Context: an optimization exercise on an open-source flow, tuned for small area. The choices shown serve that exercise and are no tape-out recipe. The RTL was checked by simulation tests, not by an equivalence proof against the original design.

==> flow/design.v (excerpt) <==
module cordic_vectoring_top #(parameter data_width=16,cordic_steps=16,angle_width=20)(
    input clk,
    input nreset,
    input enable,
    input signed [data_width-1:0] x_vec_in,
    input signed [data_width-1:0] y_vec_in,
    output wire signed [data_width-1:0] x_vec_out,
    output [cordic_steps-1:0] micro_rotation,
    output signed [angle_width-1:0] angle,
    output done
    );
Size in the first run: roughly 88 I/O pins, roughly 0.026 mm² of cells after synthesis.
export LEC_CHECK = 0
export ABC_AREA = 1
export CAP_MARGIN = 20
export CORE_MARGIN = 2
export CORE_UTILIZATION = 50
export CTS_CLUSTER_DIAMETER = 80
export CTS_CLUSTER_SIZE = 40
export PLACE_DENSITY = 0.65
export SLEW_MARGIN = 20
create_clock -name core_clock -period 7.0 [get_ports {clk}]
standard.sh (not shown) runs the stock make flow with config.mk's settings and CLKGATE_MAP_FILE= SYNTH_SCRIPT=/design/flow/synth_recipe.tcl, a recipe that flattens the netlist after the stock synthesis.
==> flow/flow/run.sh <==
#!/bin/bash
# The standard layout, with the port buffers made of the smallest buffer cell
# instead of the default clkdlybuf4s50_1. Every port still gets its buffer.
export BUFFER_PORTS_ARGS="-buffer_cell sky130_fd_sc_hd__buf_1"
bash standard.sh > standard.log 2>&1
The baseline passed the timing, DRC and antenna checks.
Next try:
--- a/flow/design.v
+++ b/flow/design.v
@@ -9,21 +9,21 @@
     output [cordic_steps-1:0] micro_rotation,
     output signed [angle_width-1:0] angle,
     output done
     );
     wire sx0 = x_vec_in[15], sy0 = y_vec_in[15];
     wire [15:0] ux = x_vec_in ^ {16{sx0}};
     wire [15:0] uy = y_vec_in ^ {16{sy0}};
     wire [15:0] ax = ux + {15'd0, sx0};
     wire [15:0] x_1, y_1;
-    cv_add_bk #(16) a0x (.a(ax), .b(uy), .ci(sy0), .s(x_1));
+    cv_add_sk #(16) a0x (.a(ax), .b(uy), .ci(sy0), .s(x_1));
     wire [15:0] axm = ax - {15'd0, sy0};
-    cv_add_bk #(16) a0y (.a(uy), .b(~axm), .ci(1'b1), .s(y_1));
+    cv_add_sk #(16) a0y (.a(uy), .b(~axm), .ci(1'b1), .s(y_1));
     wire n_1 = y_1[15];
     wire [14:0] z_1 = y_1[14:0] ^ {15{n_1}};
     wire [1:0] q_1 = {sx0, sx0 ^ sy0};    
     wire v_1 = nreset & enable;
     wire [15:0] m_1 = 16'd1;
     reg [15:0] xr_1; reg [14:0] zr_1; reg nr_1; reg [1:0] qr_1; reg vr_1;
     always @(posedge clk) begin
         xr_1 <= x_1; zr_1 <= z_1; nr_1 <= n_1; qr_1 <= q_1;
         vr_1 <= nreset & v_1;
@@ -266,19 +266,19 @@
     wire mt_s29 = xr_16[13] ^ xr_16[15] ^ 1'b1;
     wire mt_c29 = (xr_16[13] & xr_16[15]) | (xr_16[13] & 1'b1) | (xr_16[15] & 1'b1);
     wire mt_s30 = xr_16[14] ^ 1'b1;
     wire mt_c30 = xr_16[14] & 1'b1;
     wire mt_s31 = xr_16[15] ^ 1'b1;
     wire mt_c31 = xr_16[15] & 1'b1;
     wire [23:0] mp_a = {mt_c31, mt_c30, mt_c29, mt_c28, mt_c27, mt_c26, mt_c25, mt_c24, mt_c23, mt_c22, mt_c21, mt_c20, mt_c19, mt_c18, mt_c17, mt_c16, mt_c15, mt_c14, mt_c13, mt_c12, mt_c11, mt_s11, ~xr_16[1], ~xr_16[0]};
     wire [23:0] mp_b = {1'b1, mt_s31, mt_s30, mt_s29, mt_s28, mt_s27, mt_s26, mt_s25, mt_s24, mt_s23, mt_s22, mt_s21, mt_s20, mt_s19, mt_s18, mt_s17, mt_s16, mt_s15, mt_s14, mt_s13, mt_s12, 1'b1, 1'b0, 1'b1};
     wire [23:0] mp_r;
-    cv_add_bk #(24) mp_add (.a(mp_a), .b(mp_b), .ci(1'b0), .s(mp_r));
+    cv_add_ks #(24) mp_add (.a(mp_a), .b(mp_b), .ci(1'b0), .s(mp_r));
     assign x_vec_out = mp_r[23:8];
     wire neg = qr_16[0];
     wire [13:1] mq = mr_16[13:1];
     reg [19:0] kq;
     always @* case (qr_16) 2'd0: kq = 20'hff8ff; 2'd1: kq = 20'hfb8ff; 2'd2: kq = 20'hf78ff; default: kq = 20'h038ff; endcase
     wire at_s32 = mq[2] ^ mq[3] ^ mq[4];
     wire at_c32 = (mq[2] & mq[3]) | (mq[2] & mq[4]) | (mq[3] & mq[4]);
     wire at_s33 = mq[2] ^ mq[4];
     wire at_c33 = mq[2] & mq[4];
@@ -351,19 +351,19 @@
     wire at_s67 = mq[3] ^ 1'b1;
     wire at_c67 = mq[3] & 1'b1;
     wire at_s68 = mq[2] ^ 1'b1;
     wire at_c68 = mq[2] & 1'b1;
     wire at_s69 = mq[1] ^ 1'b1;
     wire at_c69 = mq[1] & 1'b1;
     wire [19:0] ap_a = {kq[19], kq[18], kq[17], kq[16], kq[15], at_c69, at_c68, at_c67, at_c66, at_c65, at_c64, at_c63, at_c62, at_c61, at_c60, at_c59, at_c58, at_c57, at_s57, 1'b1};
     wire [19:0] ap_b = {1'b0, 1'b0, 1'b0, 1'b0, 1'b0, kq[14], at_s69, at_s68, at_s67, at_s66, at_s65, at_s64, at_s63, at_s62, at_s61, at_s60, at_s59, at_s58, 1'b1, 1'b0};
     wire [19:0] ap_r;
-    cv_add_bk #(20) ap_add (.a(ap_a), .b(ap_b), .ci(1'b0), .s(ap_r));
+    cv_add_ks #(20) ap_add (.a(ap_a), .b(ap_b), .ci(1'b0), .s(ap_r));
     assign angle = ap_r;
 endmodule
 module cv_add_bk #(parameter W=16) (input [W-1:0] a, input [W-1:0] b, input ci, output [W-1:0] s);
     reg [W-1:0] p, g, pp, gg;
     integer i, j;
     always @* begin
         p = a ^ b;
         g = a & b;
         gg = g; pp = p;
@@ -375,18 +375,34 @@
             end
         for (i = 5; i > 0; i = i - 1)
             for (j = (1 << i) + (1 << (i-1)) - 1; j < W; j = j + (1 << i)) begin
                 gg[j] = gg[j] | pp[j] & gg[j - (1 << (i-1))];
                 pp[j] = pp[j] & pp[j - (1 << (i-1))];
             end
     end
     assign s = p ^ {gg[W-2:0], ci};
 endmodule
+module cv_add_ks #(parameter W=16) (input [W-1:0] a, input [W-1:0] b, input ci, output [W-1:0] s);
+    reg [W-1:0] p, g, pp, gg;
+    integer i, j;
+    always @* begin
+        p = a ^ b;
+        g = a & b;
+        gg = g; pp = p;
+        gg[0] = g[0] | (p[0] & ci);
+        for (i = 0; (1 << i) < W; i = i + 1)
+            for (j = W - 1; j >= (1 << i); j = j - 1) begin
+                gg[j] = gg[j] | pp[j] & gg[j - (1 << i)];
+                pp[j] = pp[j] & pp[j - (1 << i)];
+            end
+    end
+    assign s = p ^ {gg[W-2:0], ci};
+endmodule
 module cv_add_sk #(parameter W=16) (input [W-1:0] a, input [W-1:0] b, input ci, output [W-1:0] s);
     reg [W-1:0] p, g, pp, gg;
     integer i, j;
     always @* begin
         p = a ^ b;
         g = a & b;
         gg = g; pp = p;
         gg[0] = g[0] | (p[0] & ci);
         for (i = 0; (1 << i) < W; i = i + 1)
- critical path depth increases by 1
- synthesized cell count increases by a few percent
- via count increases by a few percent
- count of clock-buffer cells in the layout decreases by 3
- cell count increases slightly
- hold slack improved by 0.017 ns

## what the ideal ports hide
In the flow no input, the clock included, has a driving cell. The finished layouts below were timed again as built, in two steps.
Step 1: set_driving_cell puts a clkbuf_16 on clk and a buf_2 on each other input, an assumption about the parent block.
Step 2, shift: input delay + t, output delay - t, t = (earliest + latest rising clock arrival at the registers) / 2. This alone moves slack from input paths to output paths.
a / b / c = no drivers / after step 1 / after step 2; a / b = the first two.
run | t, ns | setup WS [ns] | clock arrival spread, ns | pins driven straight from the clock port
the first run | 0.582 | 0.302 / 0.253 / 0.302 | 0.050 / 0.051 | 1
the second run | 0.585 | 0.299 / 0.299 / 0.299 | 0.045 / 0.045 | 1
After both steps setup and hold are still met in every run listed.
